This is an optimization exercise on Yosys and OpenROAD, whose aim is small area, a short achievable clock period and few clock cycles, not a production implementation. In this exercise RTL edits were held to simulation tests only and were not proved equivalent to the original. Power is estimated from default activity; no workload was simulated.

**flow/flow/run.sh**
```bash
#!/bin/bash
# The standard layout, except that the port buffers are plain buf_4 cells
# instead of the delay buffers the resizer picks by default.
set -euo pipefail
export BUFFER_PORTS_ARGS="-buffer_cell sky130_fd_sc_hd__buf_4"
bash standard.sh > standard.log 2>&1
```
**flow/standard.sh**
```bash
#!/bin/bash
# synth_recipe.tcl (not shown) runs the flow's synth.tcl, then flattens the netlist and writes it again
# the make line also repeats each setting of config.mk as NAME=value (left out here)
make -C /OpenROAD-flow-scripts/flow DESIGN_CONFIG=/design/flow/config.mk WORK_HOME=/design/flow/orfs CLKGATE_MAP_FILE= SYNTH_SCRIPT=/design/flow/synth_recipe.tcl "${@:-finish}"
```
**flow/config.mk**
```make
export PLATFORM = sky130hd
export DESIGN_NAME = mips_core
export DESIGN_NICKNAME = mips_core
export VERILOG_FILES = /design/flow/design.v
export SDC_FILE = /design/flow/constraint.sdc
export NUM_CORES = 4
export LEC_CHECK = 0
export CAP_MARGIN = 20
export CORE_MARGIN = 2
export CORE_UTILIZATION = 50
export PLACE_DENSITY = 0.6
export SETUP_SLACK_MARGIN = 4.3
export SLEW_MARGIN = 20
```
**flow/constraint.sdc**
```tcl
create_clock -name core_clock -period 8.0 [get_ports {clk}]
set_input_delay 1.6000 -clock core_clock [delete_from_list [all_inputs] [get_ports {clk}]]
set_output_delay 1.6000 -clock core_clock [all_outputs]
set_load 0.01 [all_outputs]
```
**flow/design.v**
```verilog
`timescale 1ns / 1ps
module regfile(
	input clk,
	input rst,
	input [4:0] ra1,
	output [31:0] rd1,
	input [4:0] ra2,
	output [31:0] rd2,
	input we,
	input [4:0] wa,
	input [31:0] wd
);
	reg [31:0] r [1:31];
	wire [31:0] wdat = wd & {32{~rst}};
	genvar g;
	generate
		for (g = 1; g < 32; g = g + 1) begin : regs
			always @(posedge clk)
				if (rst || (we && wa == g))
					r[g] <= wdat;
		end
	endgenerate
	reg [31:0] o1, o2;
	integer i;
	always @(*) begin
		o1 = 32'b0;
		o2 = 32'b0;
		for (i = 1; i < 32; i = i + 1) begin
			o1 = o1 | ({32{ra1 == i}} & r[i]);
			o2 = o2 | ({32{ra2 == i}} & r[i]);
		end
	end
	assign rd1 = o1;
	assign rd2 = o2;
endmodule
`timescale 1ns / 1ps
module mips_core(
	input clk,
	input rst,
	output [31:0] imem_addr,
	input [31:0] imem_rdata,
	output [31:0] dmem_addr,
	output [31:0] dmem_wdata,
	output dmem_we,
	input [31:0] dmem_rdata
	);
	reg        e_we, e_ld, e_st;
	reg [4:0]  e_rd;
	reg [31:0] e_a, e_b, e_sd;
	reg        e_sadd, e_sslt, e_slog, e_ssh, e_sb;
	reg        e_sub, e_uns, e_shr, e_sha;
	reg [1:0]  e_lop;
	reg        e_mov, e_movn;
	reg [9:0]  e_t0, e_t1;
	reg        e_cz, e_cn;    
	reg [7:0]  e_cg;          
	reg        e_cs;          
	reg        m_we, m_ld, m_st;
	reg [4:0]  m_rd;
	reg [31:0] m_res, m_sd;
	wire [31:0] ins = imem_rdata;
	wire [5:0] op = ins[31:26];
	wire [5:0] fn = ins[5:0];
	wire [4:0] rs = ins[25:21];
	wire [4:0] rt = ins[20:16];
	wire [4:0] rd = ins[15:11];
	wire [4:0] sh = ins[10:6];
	wire [15:0] imm = ins[15:0];
	wire d_r      = (op == 6'h00);
	wire d_jr     = d_r && (fn == 6'h08);
	wire d_mov    = d_r && (fn[5:1] == 5'b00101);
	wire d_shimm  = d_r && (fn[5:2] == 4'b0000);
	wire d_shift  = d_r && (fn[5:3] == 3'b000);
	wire d_addsub = d_r && (fn[5:2] == 4'b1000);
	wire d_logic  = d_r && (fn[5:2] == 4'b1001);
	wire d_slt    = d_r && (fn[5:1] == 5'b10101);
	wire d_regimm = (op == 6'h01);
	wire d_j      = (op == 6'h02);
	wire d_bcmp   = (op[5:1] == 5'b00010);
	wire d_bz     = (op[5:1] == 5'b00011);
	wire d_immop  = (op[5:3] == 3'b001);
	wire d_addi   = (op[5:1] == 5'b00100);
	wire d_slti   = (op[5:1] == 5'b00101);
	wire d_logi   = (op[5:2] == 4'b0011) && (op[1:0] != 2'b11);
	wire d_lui    = (op == 6'h0F);
	wire d_lw     = (op == 6'h23);
	wire d_sw     = (op == 6'h2B);
	wire [4:0] d_rd = d_r ? rd : rt;
	wire d_we = ((d_r && !d_jr) || d_immop || d_lw) && (d_rd != 5'd0);
	wire d_use_rs = !(d_j || d_shimm || d_lui);
	wire d_use_rt = d_r || d_bcmp || d_sw;
	wire [31:0] rf1, rf2;
	wire [31:0] m_val = m_ld ? dmem_rdata : m_res;
	wire [31:0] alu;
	wire e_wr;
	regfile regfile(
		.clk(clk), .rst(rst),
		.ra1(rs), .rd1(rf1),
		.ra2(rt), .rd2(rf2),
		.we(m_we), .wa(m_rd), .wd(m_val)
	);
	wire e_hit1 = e_wr && (e_rd == rs);
	wire e_hit2 = e_wr && (e_rd == rt);
	wire m_hit1 = m_we && (m_rd == rs);
	wire m_hit2 = m_we && (m_rd == rt);
	wire [31:0] rs_m = m_hit1 ? m_val : rf1;
	wire [31:0] rt_m = m_hit2 ? m_val : rf2;
	wire [31:0] rs_val = e_hit1 ? alu : rs_m;
	wire [31:0] rt_val = e_hit2 ? alu : rt_m;
	wire stall = e_we && e_ld &&
		((d_use_rs && e_rd == rs) || (d_use_rt && e_rd == rt));
	wire [31:0] immext = d_lui ? {imm, 16'b0} :
	                     d_logi ? {16'b0, imm} : {{16{imm[15]}}, imm};
	wire d_useimm = d_immop || d_lw || d_sw;
	wire [31:0] d_a = d_shimm ? {27'b0, sh} : rs_val;
	wire [31:0] d_c = d_bcmp ? (rs_val ^ rt_val) : rs_val;
	wire [7:0] d_cg;
	genvar gi;
	generate
		for (gi = 0; gi < 8; gi = gi + 1) begin : cgroup
			assign d_cg[gi] = ~|d_c[4*gi+3:4*gi];
		end
	endgenerate
	wire d_sub = (d_addsub && fn[1]) || d_slt || d_slti;
	wire [31:0] d_b = (d_useimm ? immext : rt_val) ^ {32{d_sub}};
	wire [9:0] fpc;
	wire cond;
	wire [9:0] d_off = imm[9:0] + 10'd1;
	wire [9:0] fnext = cond ? e_t1 + 10'd1 : e_t0 + 10'd1;
	wire [9:0] ftgt = cond ? e_t1 + d_off : e_t0 + d_off;
	wire d_inv = d_regimm ? rt[0] : op[0];
	reg [9:0] d_t0, d_t1;
	always @(*) begin
		d_t0 = fnext;
		d_t1 = fnext;
		if (rst) begin
			d_t0 = 10'd0;
			d_t1 = 10'd0;
		end else if (stall) begin
			d_t0 = fpc;
			d_t1 = fpc;
		end else if (d_j) begin
			d_t0 = ins[9:0];
			d_t1 = ins[9:0];
		end else if (d_jr) begin
			d_t0 = rs_val[11:2];
			d_t1 = rs_val[11:2];
		end else if (d_bcmp || d_bz || d_regimm) begin
			if (d_inv) d_t0 = ftgt;
			else d_t1 = ftgt;
		end
	end
	wire kill = rst || stall;
	always @(posedge clk) begin
		if (kill) begin
			e_we <= 1'b0;
			e_ld <= 1'b0;
			e_st <= 1'b0;
			e_cz <= 1'b0;
			e_cn <= 1'b0;
		end else begin
			e_we <= d_we;
			e_ld <= d_lw;
			e_st <= d_sw;
			e_cz <= d_bcmp || d_bz;
			e_cn <= d_bz || d_regimm;
		end
		e_t0   <= d_t0;
		e_t1   <= d_t1;
		e_cg   <= d_cg;
		e_cs   <= d_c[31];
		e_rd   <= d_rd;
		e_a    <= d_a;
		e_b    <= d_b;
		e_sd   <= rt_val;
		e_sadd <= d_addsub || d_addi || d_lw || d_sw;
		e_sslt <= d_slt || d_slti;
		e_slog <= d_logic || d_logi;
		e_ssh  <= d_shift;
		e_sb   <= d_mov || d_lui;
		e_sub  <= d_sub;
		e_uns  <= d_r ? fn[0] : op[0];
		e_lop  <= d_r ? fn[1:0] : op[1:0];
		e_shr  <= fn[1];
		e_sha  <= fn[0];
		e_mov  <= d_mov;
		e_movn <= fn[0];
	end
	wire [32:0] sum = {1'b0, e_a} + {1'b0, e_b} + {32'b0, e_sub};
	wire lt = e_uns ? ~sum[32] : ((e_a[31] == e_b[31]) ? e_a[31] : sum[31]);
	reg [31:0] lg;
	always @(*)
		case (e_lop)
			2'b00: lg = e_a & e_b;
			2'b01: lg = e_a | e_b;
			2'b10: lg = e_a ^ e_b;
			default: lg = ~(e_a | e_b);
		endcase
	function [31:0] rev;
		input [31:0] x;
		integer k;
		for (k = 0; k < 32; k = k + 1) rev[k] = x[31 - k];
	endfunction
	wire [31:0] shin = e_shr ? e_b : rev(e_b);
	wire [31:0] shout = $signed({e_shr & e_sha & e_b[31], shin}) >>> e_a[4:0];
	wire [31:0] shv = e_shr ? shout : rev(shout);
	assign alu = ({32{e_sadd}} & sum[31:0]) |
	             ({32{e_sslt}} & {31'b0, lt}) |
	             ({32{e_slog}} & lg) |
	             ({32{e_ssh}}  & shv) |
	             ({32{e_sb}}   & e_b);
	wire a_zero = (e_a == 32'b0);      
	assign cond = (e_cz && (&e_cg)) || (e_cn && e_cs);
	assign fpc = cond ? e_t1 : e_t0;
	assign e_wr = e_we && (!e_mov || (a_zero ^ e_movn));
	always @(posedge clk) begin
		if (rst) begin
			m_we <= 1'b0;
			m_ld <= 1'b0;
			m_st <= 1'b0;
		end else begin
			m_we <= e_wr;
			m_ld <= e_ld;
			m_st <= e_st;
		end
		m_rd  <= e_rd;
		m_res <= alu;
		m_sd  <= e_sd;
	end
	assign imem_addr = {20'b0, fpc, 2'b00};
	assign dmem_addr = m_res;
	assign dmem_wdata = m_sd;
	assign dmem_we = m_st;
endmodule
```
==> results by group, run 1 <==
Run status
  – Status: finished with violations
  – Failed Checks: capacitance limit, slew limit

Power
  – Logic pwr share: 0.218
  – Power per Cell Area: roughly 230 mW/mm^2
  – Sw frac: 0.317
  – Max rail drop VDD: about 0.24 mV
  – Clock Power Share: 0.346
  – Leak: roughly 30 nW
  – Internal Dissipation: 12.3 mW
  – Register share of total power: 0.437
  – Net Switching: roughly 5.7 mW
  – Total Power: around 18 mW

Routing
  – WL per Instance: between 40 and 50 microns
  – Drt via density: 7.99
  – TritonRoute pass-1 iters: 17
  – Drt total wl: ~350000 microns
  – Drt drc: 0
  – Final ANT Viol Nets: 0
  – M1 WL: around 110000 microns
  – DR iter-0 viols: 14700
  – Met3 WL: between 60000 and 70000 microns
  – Vias: ~60000
  – Met2 routed WL: around 140000 microns
  – DR top layer: met5

GRT
  – Initial antenna violation count: 25
  – First-pass GRT wire length: 462000 microns
  – Total grt overflow: 0
  – Largest net degree at the start of global routing: 70
  – Vias in the first global route: between 50000 and 60000
  – Global Route Usage Sum: 0.558

Finish
  – Area growth from synthesis to layout: 29.0%
  – Final Util: 0.648
  – Fillers: 9108
  – Final Cell Area: just under 0.08 sq mm
  – Share of layout cells above drive strength 1: 0.305
  – Nets: approximately 6000
  – Post-route insts no fill: roughly 7600
  – Register area: 0.0343 sq mm
  – Multi-input logic area: ~0.028 sq mm

Timing
  – FMAX: ~250 MHz
  – Clock Skew: 0.0328 ns
  – Fin. Hold Viols: 0
  – Worst slew pin tran: 1.52 ns
  – Setup Viol. Count Final: 0
  – Slew Viols, Final: 4
  – Tmin final: a little over 4 ns
  – Worst slew margin: -0.0410
  – RSZ-0062 raised after global routing: true
  – Fin crit share: 0.508
  – Fin Hold WS: ~0.32 ns
  – Fin worst setup slack: 3.93 ns
  – TNS Setup: 0 ns

Min path
  – Hold Crit Start: e_sd[28]
  – Worst Hold Class: flip-flop to flip-flop

Floorplanning
  – Starting density of the core: 0.502
  – IO Pins: approximately 160
  – Die Area: 0.123 sq mm
  – Core area: around 0.12 sq mm
  – Die height: 350 microns
  – Row count: 127
  – Die Width: approximately 350 microns

Yosys
  – Mux share of post-synthesis cell area: 0.0495
  – Post-Synth Simple-Gate Area: 0.123
  – Adder-Cell Fraction of Synth Area: 0.0168
  – Compound-Gate Fraction of Synth Area: 0.187
  – Number of synthesized flops with an enable pin: 992
  – Syn Area/Cell: 11.5 sq um
  – Synth warn: 3
  – Post-Syn Area: approximately 0.06 sq mm
  – Most used flip-flop cell after synthesis: edfxtp_1
  – Cell variety after synth: 102
  – Synth Area in XOR/XNOR: 0.0160
  – Cell count after synthesis: 5202
  – Main combinational cell family by area after synthesis: compound AO/OA/AOI/OAI gates
  – Synthesized flop and latch total: around 1200
  – Sequential fraction of the synthesis area: 0.569
  – Ys async rst share: 0

Placement
  – Placer congestion estimate: about 1.1
  – Post-DP HPWL: 201000 microns
  – DP Area: 0.0642 sq mm
  – PortBufs: between 100 and 150
  – Worst slack at placement: between 1.5 and 2 ns
  – Inst Count DP: ~6800

Critical path
  – Setup crit start: e_shr
  – Crit path kind: flip-flop to flip-flop
  – Worst path required time: around 8.7 ns
  – Reg-to-reg startpoint: e_shr
  – Setup crit end kind: flip-flop
  – Startpoint Class: flip-flop
  – Critical Path Fanout Max: 13
  – Data arrival, critical path: approximately 4.8 ns

Job
  – Maxcap violations: 1

CTS
  – Clock buffer depth: 3
  – Inserted Clock Buffers: around 130
  – Clock transition at path regs: 0.06 ns
  – H-tree depth: 4
  – CTS tree: built
  – Sink Count: approximately 1200
  – Clock latency on the worst-skew pair: approximately 0.81 ns
  – Root Buffer: clkbuf_16
  – Hold_buf cts: 0
## final cells by class
class | instances | share of cell area
timing repair buffer | 873 | 0.111
multi-input combinational | 3471 | 0.358
clock buffer | 171 | 0.0463
sequential | 1210 | 0.443
antenna | 23 | 0.000744
inverter | 134 | 0.00679
tap | 1612 | 0.0261
clock inverter | 67 | 0.00868
## cells in the final DEF, fill, tap and decap left out, drive strengths merged, types with 35 or more instances in the layout
cell type  Yosys  final
nor3          53     53
a21oi        158    158
and2          82    100
dfxtp        218    218
a2111oi       35     35
xnor2         83     83
nand4         73     73
edfxtp       992    992
and3         135    135
o21ai        150    150
nand3        282    282
mux2i        106    106
nor2         230    230
a22oi        757    757
mux2          50     50
ha            76     76
nor4          76     76
clkbuf       281    176
o211ai        44     44
inv          131    137
a222oi        76     76
a22o          36     36
nand2        444    444
clkinv         3     44
mux4          57     57
buf          146    863
## power groups by stage
| stage | Combinational [mW] | Sequential [mW] | Clock, mW |
|---|---|---|---|
| after floorplan | 1.70 | 7.66 | 0 |
| after global placement | 2.90 | 7.91 | 0 |
| after detailed placement | 2.89 | 7.89 | 0 |
| after CTS | 3.38 | 7.78 | 6.16 |
| after global routing | 3.94 | 7.83 | 6.41 |
| final | 3.91 | 7.84 | 6.21 |
## flip-flops by register name, summed over array words and instances, names as in the netlist, 10 cells and up
| name | count |
|---|---|
| m_res | 32 |
| e_t1 | 10 |
| m_sd | 32 |
| e_sd | 32 |
| e_a | 32 |
| regfile.r | 992 |
| e_t0 | 10 |
| e_b | 32 |
## layer usage
| layer | GRT usage | vias up |
|---|---|---|
| li1 | - | 21800 |
| met1 | 0.594 | 28600 |
| met2 | 0.762 | 7259 |
| met3 | 0.322 | 2718 |
| met4 | 0.529 | 32 |
| met5 | 0.0412 | - |
## what timing repair did
item / CTS / global route
setup buffers: 354 / 126
gates cloned: 27 / 6
gates resized for setup: 560 / 365
pin swaps: 109 / 183
setup endpoints to repair: 166 / 254
## synthesized netlist by cell type, drive strengths merged (83+ instances only)
| cell type | instances | area (sq um) |
|---|---|---|
| edfxtp | 992 | 29800 |
| mux2i | 106 | 1080 |
| a21oi | 158 | 802 |
| buf | 146 | 747 |
| o21ai | 150 | 754 |
| dfxtp | 218 | 4360 |
| inv | 131 | 492 |
| xnor2 | 83 | 734 |
| nand2 | 444 | 1670 |
| nand3 | 282 | 1410 |
| nor2 | 230 | 863 |
| clkbuf | 281 | 1050 |
| a22oi | 757 | 5690 |
| and3 | 135 | 845 |
## worst paths after layout
| path | to | slack, ns | depth (start not counted) |
|---|---|---|---|
| max | e_cg[1] | 3.93 | 13 |
| min | m_sd[28] | 0.32 | 0 |
| max reg2reg | e_cg[1] | 3.93 | 13 |
| min reg2reg | m_sd[28] | 0.32 | 0 |
## cell families (layout without fill, tap and decap cells)
kind of cell,Yosys count,count (layout)
other,1,45
xor gates and xnor gates,109,109
buffers and inverters,561,1245
DFF,1210,1210
muxes,213,213
and+or+nand+nor,1496,1515
AOI/OAI and AO/OA,1533,1533
adders and majority gates,79,79
## worst max-delay path, cell delays in order, from the launching register on
cell and delay (ns):
dfxtp_4 0.43, buf_4 0.15, bufbuf_16 0.27, nand3_2 0.27, o32a_1 0.28, and2_2 0.27, o211ai_1 0.92, a31oi_4 0.29
mux2i_4 0.37, buf_4 0.18, nand4_1 0.13, o31ai_2 0.10, a22oi_1 0.10, a21oi_1 0.19
Testbench counts, summed over its fixed seeds: cycles 41,921.
==> run 2, diff against run 1 <==
==> flow/flow/run.sh (replaced) <==
#!/bin/bash
# The standard layout with two changes:
#  - the port buffers are plain buf_4 cells instead of the delay buffers the
#    resizer picks by default;
#  - clock tree synthesis clusters up to 24 flip-flops per leaf buffer and
#    inserts no dummy loads (the tree stays balanced; fewer, equal buffers).
set -euo pipefail
export BUFFER_PORTS_ARGS="-buffer_cell sky130_fd_sc_hd__buf_4"
export CTS_ARGS="-sink_clustering_enable -repair_clock_nets -dont_use_dummy_load -sink_clustering_size 24 -sink_clustering_max_diameter 80 -buf_list sky130_fd_sc_hd__clkbuf_16"
bash standard.sh > standard.log 2>&1
--- a/flow/config.mk
+++ b/flow/config.mk
@@ -8,6 +8,6 @@
 export CAP_MARGIN = 20
 export CORE_MARGIN = 2
-export CORE_UTILIZATION = 50
-export PLACE_DENSITY = 0.6
+export CORE_UTILIZATION = 45
+export PLACE_DENSITY = 0.55
 export SETUP_SLACK_MARGIN = 4.3
 export SLEW_MARGIN = 20
==> run 2 against run 1 <==
Compared with the run above: the run now finishes clean; die area increased by 11%; utilization decreased by 7.1 points; flip-flop and latch count unchanged; clock skew increased by 0.081 ns; first-iteration DRC count decreased by 7.0%; cell count increased by 0.24%; setup slack got worse by 0.015 ns.
==> results by group, run 2 <==
CTS
  – Hold_buf cts: 0 (unchanged)
  – Clock transition at path regs: 0.09 ns (was 0.06 ns)
  – Clock latency on the worst-skew pair: 0.78 ns (was 0.81 ns)
  – Clock buffer depth: 3 (unchanged)
  – Inserted Clock Buffers: 73 (was 131)
  – Root Buffer: clkbuf_16 (unchanged)
  – CTS tree: built (unchanged)
  – H-tree depth: 3 (was 4)
  – Sink Count: 1210 (unchanged)

Yosys
  – Ys async rst share: 0 (unchanged)
  – Cell variety after synth: 102 (unchanged)
  – Synth warn: 3 (unchanged)
  – Post-Syn Area: 0.0600 sq mm (unchanged)
  – Share of the synthesized area in the top cell type: 0.496 (unchanged)
  – Cell count after synthesis: 5202 (unchanged)
  – Number of synthesized flops with an enable pin: 992 (unchanged)
  – Syn Area/Cell: 11.5 sq um (unchanged)
  – Sequential fraction of the synthesis area: 0.569 (unchanged)
  – Synthesized flop and latch total: 1210 (unchanged)
  – Most used flip-flop cell after synthesis: edfxtp_1 (unchanged)
  – Top cells by area, synth: edfxtp_1 50%, a22oi_1 9.4%, dfxtp_1 7.3% (unchanged)
  – Count leader, synth: edfxtp_1 (unchanged)
  – List of most frequent post-synthesis cells: 992 x edfxtp_1, 755 x a22oi_1, 444 x nand2_1 (unchanged)
  – Area leader, netlist: edfxtp_1 (unchanged)

Placement
  – Post-DP HPWL: 208000 microns (was 201000 microns)
  – Inst Count DP: 6905 (was 6786)
  – Placer congestion estimate: 1.06 (was 1.11)
  – PortBufs: 140 (unchanged)

Timing
  – Tmin final: 4.08 ns (was 4.07 ns)
  – FMAX: 245 MHz (was 246 MHz)
  – Fin. Hold Viols: 0 (unchanged)
  – Fin crit share: 0.510 (was 0.508)
  – Setup Viol. Count Final: 0 (unchanged)
  – TNS Setup: 0 ns (unchanged)
  – Slew Viols, Final: 0 (was 4)
  – Worst slew margin: 0.0756 (was -0.0410)
  – RSZ-0062 raised after global routing: true (unchanged)
  – Worst slew pin tran: 1.35 ns (was 1.52 ns)
  – Clock Skew: 0.114 ns (was 0.0328 ns)

Routing
  – DR iter-0 viols: 13700 (was 14700)
  – TritonRoute pass-1 iters: 14 (was 17)
  – Vias: 59800 (was 60400)
  – Final ANT Viol Nets: 0 (unchanged)
  – WL per Instance: 47.5 microns (was 46.7 microns)
  – Drt via density: 7.89 (was 7.99)
  – Drt total wl: 360000 microns (was 353000 microns)
  – Drt drc: 0 (unchanged)

GRT
  – First-pass GRT wire length: 471000 microns (was 462000 microns)
  – Initial antenna violation count: 33 (was 25)
  – Vias in the first global route: 54100 (was 54700)
  – Largest net degree at the start of global routing: 55 (was 70)
  – Total grt overflow: 0 (unchanged)
  – Global Route Usage Sum: 0.510 (was 0.558)

Finish
  – Post-route insts no fill: 7579 (was 7561)
  – Nets: 5937 (was 5966)
  – Top reg by flops: regfile.r (unchanged)
  – Share of layout cells above drive strength 1: 0.302 (was 0.305)
  – Largest register FFs: 992 (unchanged)
  – Most frequent cells in the layout: 992 x edfxtp_1, 706 x a22oi_1, 624 x buf_4 (was 992 x edfxtp_1, 717 x a22oi_1, 640 x buf_4)
  – Area growth from synthesis to layout: 26.9% (was 29.0%)
  – Leading cell type in the layout, fill and taps excluded: edfxtp_1 (unchanged)

Floorplanning
  – IO Pins: 163 (unchanged)
  – Die Width: 369 microns (was 350 microns)
  – Starting density of the core: 0.455 (was 0.502)
  – Core area: 0.132 sq mm (was 0.119 sq mm)
  – Die height: 369 microns (was 350 microns)
  – Row count: 133 (was 127)
  – Die Area: 0.136 sq mm (was 0.123 sq mm)

Power
  – Logic pwr share: 0.241 (was 0.218)
  – Sw frac: 0.326 (was 0.317)
  – Internal Dissipation: 10.3 mW (was 12.3 mW)
  – Max rail drop VDD: 0.150 mV (was 0.239 mV)
  – Leak: 29.1 nW (was 29.9 nW)
  – Power per Cell Area: 201 mW/mm^2 (was 232 mW/mm^2)
  – Clock Power Share: 0.247 (was 0.346)
  – Net Switching: 4.99 mW (was 5.70 mW)
  – Register share of total power: 0.512 (was 0.437)

Critical path
  – Crit path kind: input port to flip-flop (was flip-flop to flip-flop)
  – Data arrival, critical path: 4.76 ns (was 4.77 ns)
  – R2R Setup Slk: 4.03 ns (was 3.93 ns)
  – FF-to-FF path depth: 13 (unchanged)
  – Setup crit end kind: flip-flop (unchanged)
  – Critical Path Fanout Max: 14 (was 13)
  – Reg-to-reg startpoint: e_a[1] (was e_shr)
  – Worst path required time: 8.68 ns (was 8.71 ns)
  – Startpoint Class: input port (was flip-flop)
  – FF-to-FF End: e_cg[2] (was e_cg[1])

Min path
  – Worst Hold Class: flip-flop to flip-flop (unchanged)
  – Hold depth: 0 (unchanged)
  – Hold Crit Start: e_sd[19] (was e_sd[28])
  – Hold endpoint: m_sd[19] (was m_sd[28])

Run status
  – Status: no timing/DRC/antenna violations (was finished with violations)

Job
  – Maxcap violations: 0 (was 1)
[run 2: cells by family after synthesis]
kind of cell / Yosys count / share of synthesized area
compound gates: 1533 / 0.187
simple gates: 1496 / 0.123
flops: 1210 / 0.569
buf+inv: 561 / 0.0384
mux: 213 / 0.0495
xor+xnor: 109 / 0.0160
fa+ha+maj: 79 / 0.0168
other cells: 1 / 0.0000625
[run 2: worst max path at each step]
stage / depth (start not counted) / from / endpoint
final: 13 / imem_rdata[17] / e_cg[3]
after global routing: 20 / e_cg[1] / e_t1[8]
after CTS: 5 / rst / regfile.r[5][31]
after detailed placement: 12 / imem_rdata[16] / e_cg[3]
after global placement: 13 / imem_rdata[18] / e_cg[5]
after floorplan: 13 / imem_rdata[31] / e_t0[8]
[run 2: routing by layer]
| layer | wire length, microns | track usage | vias up |
|---|---|---|---|
| li1 | - | - | 21600 |
| met5 | 1500 | 0.0791 | - |
| met3 | 60500 | 0.265 | 2457 |
| met4 | 44500 | 0.456 | 36 |
| met1 | 113000 | 0.571 | 28600 |
| met2 | 141000 | 0.693 | 6988 |
[run 2: stage by stage]
step                      utilization  worst slack (ns)  cell area [sq um]  hold WS, ns  power, mW
after floorplan                     -              3.89              61400        0.310       9.35
after detailed placement        0.487              2.12              64300        0.313       10.7
after CTS                       0.557              4.01              73500        0.317       14.8
after global placement          0.487              2.14              64300        0.313       10.7
after global routing            0.576              3.97              76000        0.314       15.5
final                           0.577              3.92              76100        0.320       15.3
[run 2: power groups by stage]
stage	logic, mW	registers (mW)	clock network [mW]
global placement	2.82	7.91	0
global route	3.74	7.83	3.92
detailed placement	2.83	7.90	0
floorplan	1.70	7.66	0
CTS	3.29	7.77	3.70
finish	3.69	7.83	3.77
[run 2: cell type report]
class | count | area (sq um)
Tap cell | 1755 | 2200
Fill cell | 10800 | 55800
Timing Repair inverter | 1 | 5.00
Sequential cell | 1210 | 34200
Inverter | 134 | 520
Multi-Input combinational cell | 3471 | 27900
Timing Repair Buffer | 901 | 9360
Clock buffer | 73 | 1830
Antenna cell | 34 | 85.1
[run 2: worst max-delay path, stage by stage]
cell and delay [ns]:
buf_12 0.16, nor2b_4 0.39, and2_4 0.42, buf_6 0.31, a22o_1 0.17, a221oi_1 0.06
nand3_1 0.16, nor4_2 0.07, a32oi_2 0.39, mux2i_4 0.17, or3_1 0.37, a211oi_1 0.26
o32a_1 0.19
[run 2: repair_timing]
item,4_1_cts,5_1_grt
cloned,31,9
pin swaps,205,168
endpoints found under the hold margin,0,0
setup endpoints to repair,293,123
resized for setup,711,280
setup buffers,409,115
==> run 3, diff against run 2 <==
--- a/flow/config.mk
+++ b/flow/config.mk
@@ -6,8 +6,9 @@
 export NUM_CORES = 4
 export LEC_CHECK = 0
-export CAP_MARGIN = 20
+export ABC_AREA = 1
+export CAP_MARGIN = 40
 export CORE_MARGIN = 2
 export CORE_UTILIZATION = 45
 export PLACE_DENSITY = 0.55
 export SETUP_SLACK_MARGIN = 4.3
-export SLEW_MARGIN = 20
+export SLEW_MARGIN = 40
==> run 3 against run 2 <==
Compared with the run above: still clean; register-to-register slack is essentially flat; non-clock buffer count decreased by 370; via count grew 7.0%; global-route usage increased by 0.73 points; wire length up 5.2%; largest cell class unchanged; highest routed layer unchanged.
==> results by group, run 3 <==
Run status
  – Status: no timing/DRC/antenna violations (unchanged)

Yosys
  – Top cells by area, synth: edfxtp_1 48%, nand2_1 11%, dfxtp_1 7.0% (was edfxtp_1 50%, a22oi_1 9.4%, dfxtp_1 7.3%)
  – Cell variety after synth: 63 (was 102)
  – Post-Syn Area: 0.0621 sq mm (was 0.0600 sq mm)
  – Syn Area/Cell: 8.91 sq um (was 11.5 sq um)
  – Synthesized flop and latch total: 1210 (unchanged)
  – Ys async rst share: 0 (unchanged)
  – Area leader, netlist: edfxtp_1 (unchanged)
  – Sequential fraction of the synthesis area: 0.550 (was 0.569)
  – Number of synthesized flops with an enable pin: 992 (unchanged)
  – Share of the synthesized area in the top cell type: 0.480 (was 0.496)
  – Cell count after synthesis: 6968 (was 5202)
  – List of most frequent post-synthesis cells: 1745 x nand2_1, 992 x edfxtp_1, 937 x inv_1 (was 992 x edfxtp_1, 755 x a22oi_1, 444 x nand2_1)
  – Count leader, synth: nand2_1 (was edfxtp_1)
  – Most used flip-flop cell after synthesis: edfxtp_1 (unchanged)
  – Synth warn: 3 (unchanged)

Routing
  – Final ANT Viol Nets: 0 (unchanged)
  – DR iter-0 viols: 14500 (was 13700)
  – Drt total wl: 379000 microns (was 360000 microns)
  – Drt via density: 7.02 (was 7.89)
  – Drt drc: 0 (unchanged)
  – TritonRoute pass-1 iters: 14 (unchanged)
  – Vias: 64000 (was 59800)
  – WL per Instance: 41.6 microns (was 47.5 microns)

Timing
  – FMAX: 237 MHz (was 245 MHz)
  – Fin. Hold Viols: 0 (unchanged)
  – RSZ-0062 raised after global routing: true (unchanged)
  – Fin Hold WS: 0.331 ns (was 0.320 ns)
  – Worst slew margin: 0.364 (was 0.0756)
  – Worst slew pin tran: 0.927 ns (was 1.35 ns)
  – Fin crit share: 0.526 (was 0.510)
  – Clock Skew: 0.107 ns (was 0.114 ns)
  – Slew Viols, Final: 0 (unchanged)
  – TNS Setup: 0 ns (unchanged)
  – Setup Viol. Count Final: 0 (unchanged)
  – Tmin final: 4.21 ns (was 4.08 ns)

CTS
  – Clock transition at path regs: 0.10 ns (was 0.09 ns)
  – Clock buffer depth: 3 (unchanged)
  – Root Buffer: clkbuf_16 (unchanged)
  – Inserted Clock Buffers: 75 (was 73)
  – Sink Count: 1210 (unchanged)
  – CTS tree: built (unchanged)
  – H-tree depth: 3 (unchanged)
  – Clock latency on the worst-skew pair: 0.76 ns (was 0.78 ns)
  – Hold_buf cts: 0 (unchanged)

Min path
  – Hold depth: 0 (unchanged)
  – Worst Hold Class: flip-flop to flip-flop (unchanged)
  – Hold Crit Start: e_sd[3] (was e_sd[19])
  – Hold endpoint: m_sd[3] (was m_sd[19])

Finish
  – Leading cell type in the layout, fill and taps excluded: nand2_1 (was edfxtp_1)
  – Multi-input logic area: 0.0245 sq mm (was 0.0279 sq mm)
  – Post-route insts no fill: 9117 (was 7579)
  – Fillers: 12700 (was 10800)
  – Area growth from synthesis to layout: 16.9% (was 26.9%)
  – Most frequent cells in the layout: 1689 x nand2_1, 992 x edfxtp_1, 903 x inv_1 (was 992 x edfxtp_1, 706 x a22oi_1, 624 x buf_4)
  – Register area: 0.0342 sq mm (about the same)
  – Share of layout cells above drive strength 1: 0.150 (was 0.302)
  – Nets: 7419 (was 5937)
  – Largest register FFs: 992 (unchanged)
  – Top reg by flops: regfile.r (unchanged)

Floorplanning
  – Die height: 375 microns (was 369 microns)
  – Starting density of the core: 0.452 (was 0.455)
  – Die Area: 0.141 sq mm (was 0.136 sq mm)
  – Row count: 136 (was 133)
  – Core area: 0.137 sq mm (was 0.132 sq mm)
  – Die Width: 375 microns (was 369 microns)
  – IO Pins: 163 (unchanged)

Critical path
  – FF-to-FF End: e_t0[8] (was e_cg[2])
  – Worst path required time: 6.40 ns (was 8.68 ns)
  – FF-to-FF path depth: 26 (was 13)
  – R2R Setup Slk: 4.03 ns (about the same)
  – Setup crit end kind: output pin (was flip-flop)
  – Crit path kind: flip-flop to output pin (was input port to flip-flop)
  – Critical Path Fanout Max: 5 (was 14)
  – Data arrival, critical path: 2.61 ns (was 4.76 ns)
  – Startpoint Class: flip-flop (was input port)
  – Reg-to-reg startpoint: e_cg[3] (was e_a[1])

GRT
  – Total grt overflow: 0 (unchanged)
  – Largest net degree at the start of global routing: 65 (was 55)
  – Global Route Usage Sum: 0.517 (was 0.510)
  – First-pass GRT wire length: 491000 microns (was 471000 microns)
  – Initial antenna violation count: 55 (was 33)
  – Vias in the first global route: 55900 (was 54100)

Power
  – Max rail drop VDD: 0.202 mV (was 0.150 mV)
  – Leak: 29.3 nW (was 29.1 nW)
  – Power per Cell Area: 202 mW/mm^2 (was 201 mW/mm^2)
  – Total Power: 14.7 mW (was 15.3 mW)

Placement
  – PortBufs: 140 (unchanged)
  – Inst Count DP: 8807 (was 6905)
  – Post-DP HPWL: 239000 microns (was 208000 microns)
  – Placer congestion estimate: 1.04 (was 1.06)

Job
  – Maxcap violations: 0 (unchanged)
## run 3: cell types whose count changed after synthesis, moves of 72 or more
cell	change
clkbuf_1	-203
a22oi_1	-704
inv_1	+807
a222oi_1	-76
nand2_1	+1301
and3_1	-132
o22ai_1	+402
buf_2	+102
nor2_1	+278
o21ai_0	+154
mux2i_1	-72
o2111ai_1	+76
and2_1	-73
nand3_1	+255
## run 3: power by group
part	total (mW)	internal, mW	leakage (nW)	switching, mW
clock network	3.88	1.67	0.925	2.21
registers	7.64	7.29	12.1	0.352
logic	3.17	0.833	16.3	2.34
total	14.7	9.79	29.3	4.90
## run 3: cell type report
type,count,share of cell area
diodes,51,0.00176
well taps,1794,0.0309
inverters,998,0.0554
multi-input cells,4458,0.338
repair buffers,531,0.0770
flip-flops and latches,1210,0.471
clock buffers,75,0.0259
## run 3: worst max-delay path, stage by stage (launching register included)
cell	delay, ns
dfxtp_2	0.37
nand4_1	0.46
o31ai_4	0.36
buf_6	0.20
buf_12	0.15
nand2_4	0.05
o21ai_4	0.06
inv_2	0.08
buf_6	0.12
## run 3: per-stage QoR
stage | util | instance area (sq um) | setup slack, ns
after floorplan | - | 62100 | 4.31
after global placement | 0.479 | 65700 | 2.72
after detailed placement | 0.482 | 66100 | 2.73
after CTS | 0.508 | 69700 | 3.94
after global routing | 0.528 | 72400 | 3.84
final | 0.529 | 72500 | 3.79
## run 3: cell families (layout without fill, tap and decap cells)
family          after synthesis  in the layout  share of synthesized area
fa+ha+maj                    79             79                     0.0163
flops                      1210           1210                      0.550
compound gates             1180           1180                      0.120
mux                          32             32                    0.00516
other cells                   1             73                  0.0000604
simple gates               3080           3081                      0.210
buf+inv                    1322           1604                     0.0889
xor+xnor                     64             64                    0.00903
## run 3: how the worst max path moves through the flow
stage / slack [ns] / to / startpoint / depth (start not counted)
finish: 3.79 / imem_addr[11] / e_cg[3] / 8
global route: 3.84 / imem_addr[2] / e_cg[3] / 8
CTS: 3.94 / imem_addr[11] / e_cg[3] / 8
detailed placement: 2.73 / e_t1[6] / imem_rdata[25] / 19
global placement: 2.72 / e_t1[6] / imem_rdata[25] / 19
floorplan: 4.31 / e_t0[9] / imem_rdata[1] / 18
## run 3: what timing repair did
item	in CTS	in global routing
setup buffers	48	126
endpoints found under the setup margin	138	87
gates cloned	3	7
pin swaps	17	65
gates resized for setup	337	371
## run 3: metal layers
metal,GRT usage,wire length (microns),up-vias,part of all wire
li1,-,-,24500,-
met1,0.659,132000,30400,0.35
met2,0.682,143000,7045,0.38
met3,0.251,68800,2017,0.18
met4,0.352,34700,46,0.091
met5,0.0137,758,-,0.0020

what the ideal ports hide:
The results above use ideal ports. As a check the final layouts listed here were re-extracted and re-timed, cells and wires unchanged. Step 1 assumes that a clkbuf_16 drives the clock port and a buf_2 every other input. Step 2 also shifts input and output timing later by t, the mid clock arrival at the registers, as if the neighbouring blocks saw the same clock. a / b / c = ideal / step 1 / step 2; a / b = the first two.
run	t (ns)	slack for setup (ns)	worst setup path at the end	latest minus earliest clock arrival (ns)	cell pins on the clock port's net
run 1	0.875	3.934 / 3.895 / 3.081	input to register	0.039 / 0.039	1
run 2	0.818	3.919 / 3.930 / 3.112	input to register	0.118 / 0.119	1
run 3	0.784	3.789 / 3.708 / 3.396	input to register	0.107 / 0.107	1
For run 1, which loses most, drivers alone change the setup slack by -0.039 ns; drivers and shift together by -0.853 ns.
